This design comes from an exercise in tuning for small area and a short achievable clock period on the open sky130 flow, not from production work. Where RTL was checked, it was by simulation tests only, not by an equivalence proof against the original. Power is estimated from default activity; no workload was simulated.

==> inputs of job 7274 <==
## alu16bit
module alu16bit (
  input clk,
  input reset,
  input [2:0] operation,
  input [15:0] operand_A,
  input [15:0] operand_B,
  output reg [31:0] result,
  output reg carry_flag,
  output reg zero_flag
);
Settings: LEC_CHECK=0, ABC_AREA=1, CAP_MARGIN=20, CORE_MARGIN=2, CORE_UTILIZATION=40, GPL_TIMING_DRIVEN=0, SLEW_MARGIN=20, SYNTH_HIERARCHICAL=1; clock period 7.2 ns.
run.sh (not shown) runs the stock make flow with config.mk's settings and CLKGATE_MAP_FILE= SYNTH_SCRIPT=/design/flow/synth_recipe.tcl, a recipe that flattens the netlist after the stock synthesis.
==> inputs of job 6997, as changes to job 7274 <==
--- a/flow/config.mk
+++ b/flow/config.mk
@@ -10,5 +10,4 @@
 export CORE_MARGIN = 2
 export CORE_UTILIZATION = 40
-export GPL_TIMING_DRIVEN = 0
 export SLEW_MARGIN = 20
 export SYNTH_HIERARCHICAL = 1
==> flow_results.xml <==
<?xml version="1.0" encoding="UTF-8"?>
<metrics>
  <group name="power">
    <metric name="power_switching_share" unit="">0.432</metric>
  </group>
  <group name="placed_design">
    <metric name="dp_hpwl" unit="mm">21.4</metric>
    <metric name="place.gp.congestion" unit="">0.951</metric>
  </group>
  <group name="cells_and_area">
    <metric name="layout.clock_buffers" unit="">6</metric>
    <metric name="layout_common_cells" unit="">sky130_fd_sc_hd__nor2_1, sky130_fd_sc_hd__fa_1, sky130_fd_sc_hd__ha_1</metric>
    <metric name="final-nonclk-buf-share" unit="">0.114</metric>
    <metric name="seq_share" unit="">0.0627</metric>
  </group>
  <group name="status">
    <metric name="run_status" unit="">complete, no violations</metric>
  </group>
  <group name="worst_setup_path">
    <metric name="cp.buffers_inverters" unit="">8</metric>
    <metric name="critical-path-slowest-cell" unit="">sky130_fd_sc_hd__fa_1</metric>
  </group>
</metrics>
the above is filed under job 7274

==> flow_results.xml <==
<?xml version="1.0" encoding="UTF-8"?>
<metrics>
  <group name="cells_and_area">
    <metric name="layout.clock_buffers" unit="">7</metric>
    <metric name="final-nonclk-buf-share" unit="">0.176</metric>
    <metric name="area_dominant_class" unit="">multi-input gates</metric>
    <metric name="layout_common_cells" unit="">sky130_fd_sc_hd__nor2_1, sky130_fd_sc_hd__fa_1, sky130_fd_sc_hd__buf_4</metric>
    <metric name="seq_share" unit="">0.0585</metric>
  </group>
  <group name="placed_design">
    <metric name="dp_hpwl" unit="mm">22.3</metric>
    <metric name="place.gp.congestion" unit="">0.901</metric>
  </group>
  <group name="worst_setup_path">
    <metric name="worstSetupEndpoint" unit="">result[24]</metric>
    <metric name="cp.buffers_inverters" unit="">6</metric>
    <metric name="critical-path-slowest-cell" unit="">sky130_fd_sc_hd__fa_2</metric>
  </group>
  <group name="power">
    <metric name="power_switching_share" unit="">0.411</metric>
  </group>
  <group name="status">
    <metric name="run_status" unit="">complete, no violations</metric>
  </group>
</metrics>
the above is filed under job 6997

No run of this note included a check of the RTL's function; only the layout flow was run.

* * *

==> run a: inputs <==
alu16bit, a different RTL version from the one above (not shown whole).
clock: 7.2 ns
lec_check: 0
abc_area: 0
cap_margin: 20
core_margin: 2
core_utilization: 40
gpl_timing_driven: 0
slew_margin: 20
synth_hierarchical: 1
standard.sh (not shown) runs the stock make flow with config.mk's settings and CLKGATE_MAP_FILE= SYNTH_SCRIPT=/design/flow/synth_recipe.tcl, a recipe that flattens the netlist after the stock synthesis.
==> flow/flow/run.sh <==
#!/bin/bash
# The standard layout, with the port buffers made of plain buffers (sky130
# buf_1, which the resizer may upsize) instead of the delay-cell buffers that
# buffer_ports picks by default.
set -euo pipefail
export BUFFER_PORTS_ARGS="-buffer_cell sky130_fd_sc_hd__buf_1"
bash standard.sh > standard.log 2>&1
==> run b: changes against run a <==
--- a/flow/design.v
+++ b/flow/design.v
@@ -33,18 +33,15 @@
   wire [15:0] cvn;
   wire t00 = ~(is_sub | (~reset & (operation == 3'd5 || operation == 3'd6)));
   wire t01 = ~(is_add | (~reset & (operation == 3'd4 || operation == 3'd5 || operation == 3'd7)));
   wire t10 = ~(is_sub | (~reset & (operation == 3'd4 || operation == 3'd5 || operation == 3'd7)));
   wire t11 = ~(is_add | (~reset & (operation == 3'd3 || operation == 3'd4)));
   genvar cb;
   generate for (cb = 0; cb < 16; cb = cb + 1) begin : g_cv
-    wire u0, u1;
-    mux2i ucu0 (b[cb], t01, t00, u0);
-    mux2i ucu1 (b[cb], t11, t10, u1);
-    mux2i ucv (a[cb], u1, u0, cvn[cb]);
+    cvbit ucv (a[cb], b[cb], t00, t01, t10, t11, cvn[cb]);
   end endgenerate
   wire is_sub_n = ~is_sub;
   wire [15:0] an = ~a;
   wire [15:0] mn = ~m;
   wire p1;
   nor2 up1 (an[0], mn[0], p1);
   wire p2;
@@ -1181,129 +1178,111 @@
   aoi21 un808 (n727, n807, n728, n808);
   wire n809;
   aoi21 un809 (n731, n792, n732, n809);
   wire n810;
   aoi21 un810 (n735, n782, n736, n810);
   wire n811;
   aoi21 un811 (is_sub, n794, 1'b0, n811);
-  wire n812, n813;
-  ha un812 (n689, n688, n812, n813);
-  wire n814, n815;
-  ha un814 (n691, n739, n814, n815);
+  wire n812;
+  xor2 un812 (n689, n688, n812);
+  wire n813;
+  xnor2 un813 (n691, n739, n813);
+  wire n814;
+  xnor2 un814 (n693, n796, n814);
+  wire n815;
+  xor2 un815 (n695, n764, n815);
   wire n816;
-  inv1 un816 (n814, n816);
-  wire n817, n818;
-  ha un817 (n693, n796, n817, n818);
+  xnor2 un816 (n697, n797, n816);
+  wire n817;
+  xor2 un817 (n699, n787, n817);
+  wire n818;
+  xnor2 un818 (n701, n798, n818);
   wire n819;
-  inv1 un819 (n817, n819);
-  wire n820, n821;
-  ha un820 (n695, n764, n820, n821);
-  wire n822, n823;
-  ha un822 (n697, n797, n822, n823);
+  xnor2 un819 (n703, n775, n819);
+  wire n820;
+  xnor2 un820 (n705, n800, n820);
+  wire n821;
+  xor2 un821 (n707, n788, n821);
+  wire n822;
+  xnor2 un822 (n709, n801, n822);
+  wire n823;
+  xnor2 un823 (n711, n784, n823);
   wire n824;
-  inv1 un824 (n822, n824);
-  wire n825, n826;
-  ha un825 (n699, n787, n825, n826);
-  wire n827, n828;
-  ha un827 (n701, n798, n827, n828);
+  xnor2 un824 (n713, n803, n824);
+  wire n825;
+  xor2 un825 (n715, n789, n825);
+  wire n826;
+  xnor2 un826 (n717, n804, n826);
+  wire n827;
+  xor2 un827 (n719, n780, n827);
+  wire n828;
+  xnor2 un828 (n721, n805, n828);
   wire n829;
-  inv1 un829 (n827, n829);
-  wire n830, n831;
-  ha un830 (n703, n775, n830, n831);
+  xor2 un829 (n723, n791, n829);
+  wire n830;
+  xnor2 un830 (n725, n806, n830);
+  wire n831;
+  xnor2 un831 (n727, n785, n831);
   wire n832;
-  inv1 un832 (n830, n832);
-  wire n833, n834;
-  ha un833 (n705, n800, n833, n834);
+  xnor2 un832 (n729, n808, n832);
+  wire n833;
+  xor2 un833 (n731, n792, n833);
+  wire n834;
+  xnor2 un834 (n733, n809, n834);
   wire n835;
-  inv1 un835 (n833, n835);
-  wire n836, n837;
-  ha un836 (n707, n788, n836, n837);
-  wire n838, n839;
-  ha un838 (n709, n801, n838, n839);
-  wire n840;
-  inv1 un840 (n838, n840);
-  wire n841, n842;
-  ha un841 (n711, n784, n841, n842);
-  wire n843;
-  inv1 un843 (n841, n843);
-  wire n844, n845;
-  ha un844 (n713, n803, n844, n845);
-  wire n846;
-  inv1 un846 (n844, n846);
-  wire n847, n848;
-  ha un847 (n715, n789, n847, n848);
-  wire n849, n850;
-  ha un849 (n717, n804, n849, n850);
-  wire n851;
-  inv1 un851 (n849, n851);
-  wire n852, n853;
-  ha un852 (n719, n780, n852, n853);
-  wire n854, n855;
-  ha un854 (n721, n805, n854, n855);
-  wire n856;
-  inv1 un856 (n854, n856);
-  wire n857, n858;
-  ha un857 (n723, n791, n857, n858);
-  wire n859, n860;
-  ha un859 (n725, n806, n859, n860);
-  wire n861;
-  inv1 un861 (n859, n861);
-  wire n862, n863;
-  ha un862 (n727, n785, n862, n863);
-  wire n864;
-  inv1 un864 (n862, n864);
-  wire n865, n866;
-  ha un865 (n729, n808, n865, n866);
-  wire n867;
-  inv1 un867 (n865, n867);
-  wire n868, n869;
-  ha un868 (n731, n792, n868, n869);
-  wire n870, n871;
-  ha un870 (n733, n809, n870, n871);
-  wire n872;
-  inv1 un872 (n870, n872);
-  wire n873, n874;
-  ha un873 (n735, n782, n873, n874);
-  wire n875, n876;
-  ha un875 (n737, n810, n875, n876);
-  wire n877;
-  inv1 un877 (n875, n877);
-  wire n878, n879;
-  ha un878 (is_sub, n794, n878, n879);
-  wire [31:0] s = {n878, n877, n873, n872, n868, n867, n864, n861, n857, n856, n852, n851, n847, n846, n843, n840, n836, n835, n832, n829, n825, n824, n820, n819, n816, n812, n687, n685, n683, n681, n679, n677};
+  xor2 un835 (n735, n782, n835);
+  wire n836;
+  xnor2 un836 (n737, n810, n836);
+  wire n837;
+  xor2 un837 (is_sub, n794, n837);
+  wire [31:0] s = {n837, n836, n835, n834, n833, n832, n831, n830, n829, n828, n827, n826, n825, n824, n823, n822, n821, n820, n819, n818, n817, n816, n815, n814, n813, n812, n687, n685, n683, n681, n679, n677};
   wire borrow = is_sub & s[16];
   wire zero_lo = (s[15:0] == 16'd0);
   wire zero_mul = (a == 16'd0) | (b == 16'd0);
   wire [31:0] r = s;
-  wire z = ~reset & (is_mul ? zero_mul : zero_lo);
+  wire z_e = ~reset & ~is_mul & ~(|s[11:0]);
+  wire z_m = ~reset & is_mul & zero_mul;
+  wire z_l1, z_l2, z;
+  nor2 uz1 (s[15], s[14], z_l1);
+  nor2 uz2 (s[13], s[12], z_l2);
+  a31o uz3 (z_l1, z_l2, z_e, z_m, z);
   always @(posedge clk) begin
     result     <= r;
     carry_flag <= borrow;
     zero_flag  <= z;
   end
 endmodule
 module fa (input a, input b, input c, output s, output co);
   assign s = a ^ b ^ c;
   assign co = (a & b) | (a & c) | (b & c);
 endmodule
 module ha (input a, input b, output s, output co);
   assign s = a ^ b;
   assign co = a & b;
 endmodule
+module xor2 (input a, input b, output y);
+  assign y = a ^ b;
+endmodule
+module xnor2 (input a, input b, output y);
+  assign y = ~(a ^ b);
+endmodule
 module nand2 (input a, input b, output y);
   assign y = ~(a & b);
 endmodule
 module nor2 (input a, input b, output y);
   assign y = ~(a | b);
 endmodule
 module inv1 (input a, output y);
   assign y = ~a;
 endmodule
-module mux2i (input s, input d1, input d0, output y);
-  assign y = ~(s ? d1 : d0);
+module a31o (input a, input b, input c, input d, output y);
+  assign y = (a & b & c) | d;
+endmodule
+module cvbit (input a, input b, input t00, input t01, input t10, input t11, output y);
+  assign y = a ? (b ? t11 : t10) : (b ? t01 : t00);
 endmodule
 module aoi21 (input a, input b, input c, output y);
   assign y = ~((a & b) | c);
 endmodule
 module o21ai (input a, input b, input c, output y);
   assign y = ~((a | b) & c);
 endmodule
==> run c: changes against run a <==
--- a/flow/design.v
+++ b/flow/design.v
@@ -33,18 +33,15 @@
   wire [15:0] cvn;
   wire t00 = ~(is_sub | (~reset & (operation == 3'd5 || operation == 3'd6)));
   wire t01 = ~(is_add | (~reset & (operation == 3'd4 || operation == 3'd5 || operation == 3'd7)));
   wire t10 = ~(is_sub | (~reset & (operation == 3'd4 || operation == 3'd5 || operation == 3'd7)));
   wire t11 = ~(is_add | (~reset & (operation == 3'd3 || operation == 3'd4)));
   genvar cb;
   generate for (cb = 0; cb < 16; cb = cb + 1) begin : g_cv
-    wire u0, u1;
-    mux2i ucu0 (b[cb], t01, t00, u0);
-    mux2i ucu1 (b[cb], t11, t10, u1);
-    mux2i ucv (a[cb], u1, u0, cvn[cb]);
+    cvbit ucv (a[cb], b[cb], t00, t01, t10, t11, cvn[cb]);
   end endgenerate
   wire is_sub_n = ~is_sub;
   wire [15:0] an = ~a;
   wire [15:0] mn = ~m;
   wire p1;
   nor2 up1 (an[0], mn[0], p1);
   wire p2;
@@ -1181,99 +1178,67 @@
   aoi21 un808 (n727, n807, n728, n808);
   wire n809;
   aoi21 un809 (n731, n792, n732, n809);
   wire n810;
   aoi21 un810 (n735, n782, n736, n810);
   wire n811;
   aoi21 un811 (is_sub, n794, 1'b0, n811);
-  wire n812, n813;
-  ha un812 (n689, n688, n812, n813);
-  wire n814, n815;
-  ha un814 (n691, n739, n814, n815);
+  wire n812;
+  xor2 un812 (n689, n688, n812);
+  wire n813;
+  xnor2 un813 (n691, n739, n813);
+  wire n814;
+  xnor2 un814 (n693, n796, n814);
+  wire n815;
+  xor2 un815 (n695, n764, n815);
   wire n816;
-  inv1 un816 (n814, n816);
-  wire n817, n818;
-  ha un817 (n693, n796, n817, n818);
+  xnor2 un816 (n697, n797, n816);
+  wire n817;
+  xor2 un817 (n699, n787, n817);
+  wire n818;
+  xnor2 un818 (n701, n798, n818);
   wire n819;
-  inv1 un819 (n817, n819);
-  wire n820, n821;
-  ha un820 (n695, n764, n820, n821);
-  wire n822, n823;
-  ha un822 (n697, n797, n822, n823);
+  xnor2 un819 (n703, n775, n819);
+  wire n820;
+  xnor2 un820 (n705, n800, n820);
+  wire n821;
+  xor2 un821 (n707, n788, n821);
+  wire n822;
+  xnor2 un822 (n709, n801, n822);
+  wire n823;
+  xnor2 un823 (n711, n784, n823);
   wire n824;
-  inv1 un824 (n822, n824);
-  wire n825, n826;
-  ha un825 (n699, n787, n825, n826);
-  wire n827, n828;
-  ha un827 (n701, n798, n827, n828);
+  xnor2 un824 (n713, n803, n824);
+  wire n825;
+  xor2 un825 (n715, n789, n825);
+  wire n826;
+  xnor2 un826 (n717, n804, n826);
+  wire n827;
+  xor2 un827 (n719, n780, n827);
+  wire n828;
+  xnor2 un828 (n721, n805, n828);
   wire n829;
-  inv1 un829 (n827, n829);
-  wire n830, n831;
-  ha un830 (n703, n775, n830, n831);
+  xor2 un829 (n723, n791, n829);
+  wire n830;
+  xnor2 un830 (n725, n806, n830);
+  wire n831;
+  xnor2 un831 (n727, n785, n831);
   wire n832;
-  inv1 un832 (n830, n832);
-  wire n833, n834;
-  ha un833 (n705, n800, n833, n834);
+  xnor2 un832 (n729, n808, n832);
+  wire n833;
+  xor2 un833 (n731, n792, n833);
+  wire n834;
+  xnor2 un834 (n733, n809, n834);
   wire n835;
-  inv1 un835 (n833, n835);
-  wire n836, n837;
-  ha un836 (n707, n788, n836, n837);
-  wire n838, n839;
-  ha un838 (n709, n801, n838, n839);
-  wire n840;
-  inv1 un840 (n838, n840);
-  wire n841, n842;
-  ha un841 (n711, n784, n841, n842);
-  wire n843;
-  inv1 un843 (n841, n843);
-  wire n844, n845;
-  ha un844 (n713, n803, n844, n845);
-  wire n846;
-  inv1 un846 (n844, n846);
-  wire n847, n848;
-  ha un847 (n715, n789, n847, n848);
-  wire n849, n850;
-  ha un849 (n717, n804, n849, n850);
-  wire n851;
-  inv1 un851 (n849, n851);
-  wire n852, n853;
-  ha un852 (n719, n780, n852, n853);
-  wire n854, n855;
-  ha un854 (n721, n805, n854, n855);
-  wire n856;
-  inv1 un856 (n854, n856);
-  wire n857, n858;
-  ha un857 (n723, n791, n857, n858);
-  wire n859, n860;
-  ha un859 (n725, n806, n859, n860);
-  wire n861;
-  inv1 un861 (n859, n861);
-  wire n862, n863;
-  ha un862 (n727, n785, n862, n863);
-  wire n864;
-  inv1 un864 (n862, n864);
-  wire n865, n866;
-  ha un865 (n729, n808, n865, n866);
-  wire n867;
-  inv1 un867 (n865, n867);
-  wire n868, n869;
-  ha un868 (n731, n792, n868, n869);
-  wire n870, n871;
-  ha un870 (n733, n809, n870, n871);
-  wire n872;
-  inv1 un872 (n870, n872);
-  wire n873, n874;
-  ha un873 (n735, n782, n873, n874);
-  wire n875, n876;
-  ha un875 (n737, n810, n875, n876);
-  wire n877;
-  inv1 un877 (n875, n877);
-  wire n878, n879;
-  ha un878 (is_sub, n794, n878, n879);
-  wire [31:0] s = {n878, n877, n873, n872, n868, n867, n864, n861, n857, n856, n852, n851, n847, n846, n843, n840, n836, n835, n832, n829, n825, n824, n820, n819, n816, n812, n687, n685, n683, n681, n679, n677};
+  xor2 un835 (n735, n782, n835);
+  wire n836;
+  xnor2 un836 (n737, n810, n836);
+  wire n837;
+  xor2 un837 (is_sub, n794, n837);
+  wire [31:0] s = {n837, n836, n835, n834, n833, n832, n831, n830, n829, n828, n827, n826, n825, n824, n823, n822, n821, n820, n819, n818, n817, n816, n815, n814, n813, n812, n687, n685, n683, n681, n679, n677};
   wire borrow = is_sub & s[16];
   wire zero_lo = (s[15:0] == 16'd0);
   wire zero_mul = (a == 16'd0) | (b == 16'd0);
   wire [31:0] r = s;
   wire z = ~reset & (is_mul ? zero_mul : zero_lo);
   always @(posedge clk) begin
     result     <= r;
@@ -1285,25 +1250,31 @@
   assign s = a ^ b ^ c;
   assign co = (a & b) | (a & c) | (b & c);
 endmodule
 module ha (input a, input b, output s, output co);
   assign s = a ^ b;
   assign co = a & b;
 endmodule
+module xor2 (input a, input b, output y);
+  assign y = a ^ b;
+endmodule
+module xnor2 (input a, input b, output y);
+  assign y = ~(a ^ b);
+endmodule
 module nand2 (input a, input b, output y);
   assign y = ~(a & b);
 endmodule
 module nor2 (input a, input b, output y);
   assign y = ~(a | b);
 endmodule
 module inv1 (input a, output y);
   assign y = ~a;
 endmodule
-module mux2i (input s, input d1, input d0, output y);
-  assign y = ~(s ? d1 : d0);
+module cvbit (input a, input b, input t00, input t01, input t10, input t11, output y);
+  assign y = a ? (b ? t11 : t10) : (b ? t01 : t00);
 endmodule
 module aoi21 (input a, input b, input c, output y);
   assign y = ~((a & b) | c);
 endmodule
 module o21ai (input a, input b, input c, output y);
   assign y = ~((a | b) & c);
 endmodule
--- a/flow/config.mk
+++ b/flow/config.mk
@@ -6,9 +6,10 @@
 export NUM_CORES = 4
 export LEC_CHECK = 0
 export ABC_AREA = 0
 export CAP_MARGIN = 20
 export CORE_MARGIN = 2
 export CORE_UTILIZATION = 40
 export GPL_TIMING_DRIVEN = 0
+export PLACE_DENSITY = 0.8
 export SLEW_MARGIN = 20
 export SYNTH_HIERARCHICAL = 1
==> notes <==
Combinational power: run a is higher than run c (about 2%). In sequential cell count, run a and run b do not differ. In run c the core utilization is higher than in run b, by 0.29 points. In run a the count of clock-buffer cells in the layout is higher than in run c, by 1. Sequential power is about the same in run a and run b.
==> figures <==
| quantity | run a | run b | run c |
|---|---|---|---|
| Status | finished clean | finished clean | finished clean |
| Postcts setup bufs | 4 | 1 | 2 |
| Sequential-cell power consumption | 235 uW | 235 uW | 236 uW |
| Setup slack of the critical path after layout | 0.335 ns | 0.305 ns | 0.307 ns |
| Area fraction in compound gates after synthesis | 7.02% | 7.24% | 7.26% |
| Min-Delay Startpoint | reset | operation[0] | reset |
| Final core occ | 45.9% | 45.3% | 45.6% |
| Metal3 WL | 1.52 mm | 1.61 mm | 2.71 mm |
| Metal1 wirelength | 9.28 mm | 8.80 mm | 7.66 mm |
| Max transition margin | 48.3% | 47.9% | 46.1% |
| Signal buffers | 78 | 73 | 73 |
No functional check of the RTL was part of run a and run b.

## afterwards: timing with drivers on the ports
The flow's constraints put no driver on any port. The routed layouts listed below were extracted and timed again, unchanged, in two steps. Step 1 sets driving cells, clkbuf_16 on the clock port and buf_2 on the other inputs (assumed; they add their load-dependent delay and slew). Step 2 times the ports against the registers' clock, not the clock port: input delays grow and output delays shrink by t, the midpoint of the rising clock arrivals with the driver on. a / b / c = ideal ports / drivers / drivers and shift; a / b = the first two.
run | shift t [ns] | setup slack, ns | worst register clock-pin slew, ns
job 7274 | 0.340 | 0.304 / 0.329 / -0.011 | 0.06 / 0.06
job 6997 | 0.334 | 0.182 / 0.200 / -0.133 | 0.06 / 0.06
run a | 0.340 | 0.335 / 0.350 / 0.010 | 0.06 / 0.06
run b | 0.336 | 0.305 / 0.327 / -0.009 | 0.06 / 0.06
run c | 0.331 | 0.307 / 0.316 / -0.015 | 0.07 / 0.07
With both steps, setup timing fails in job 7274, job 6997, run b and run c, where it was met with ideal ports. For run a, which loses most, drivers alone change the setup slack by +0.015 ns; drivers and shift together by -0.325 ns.
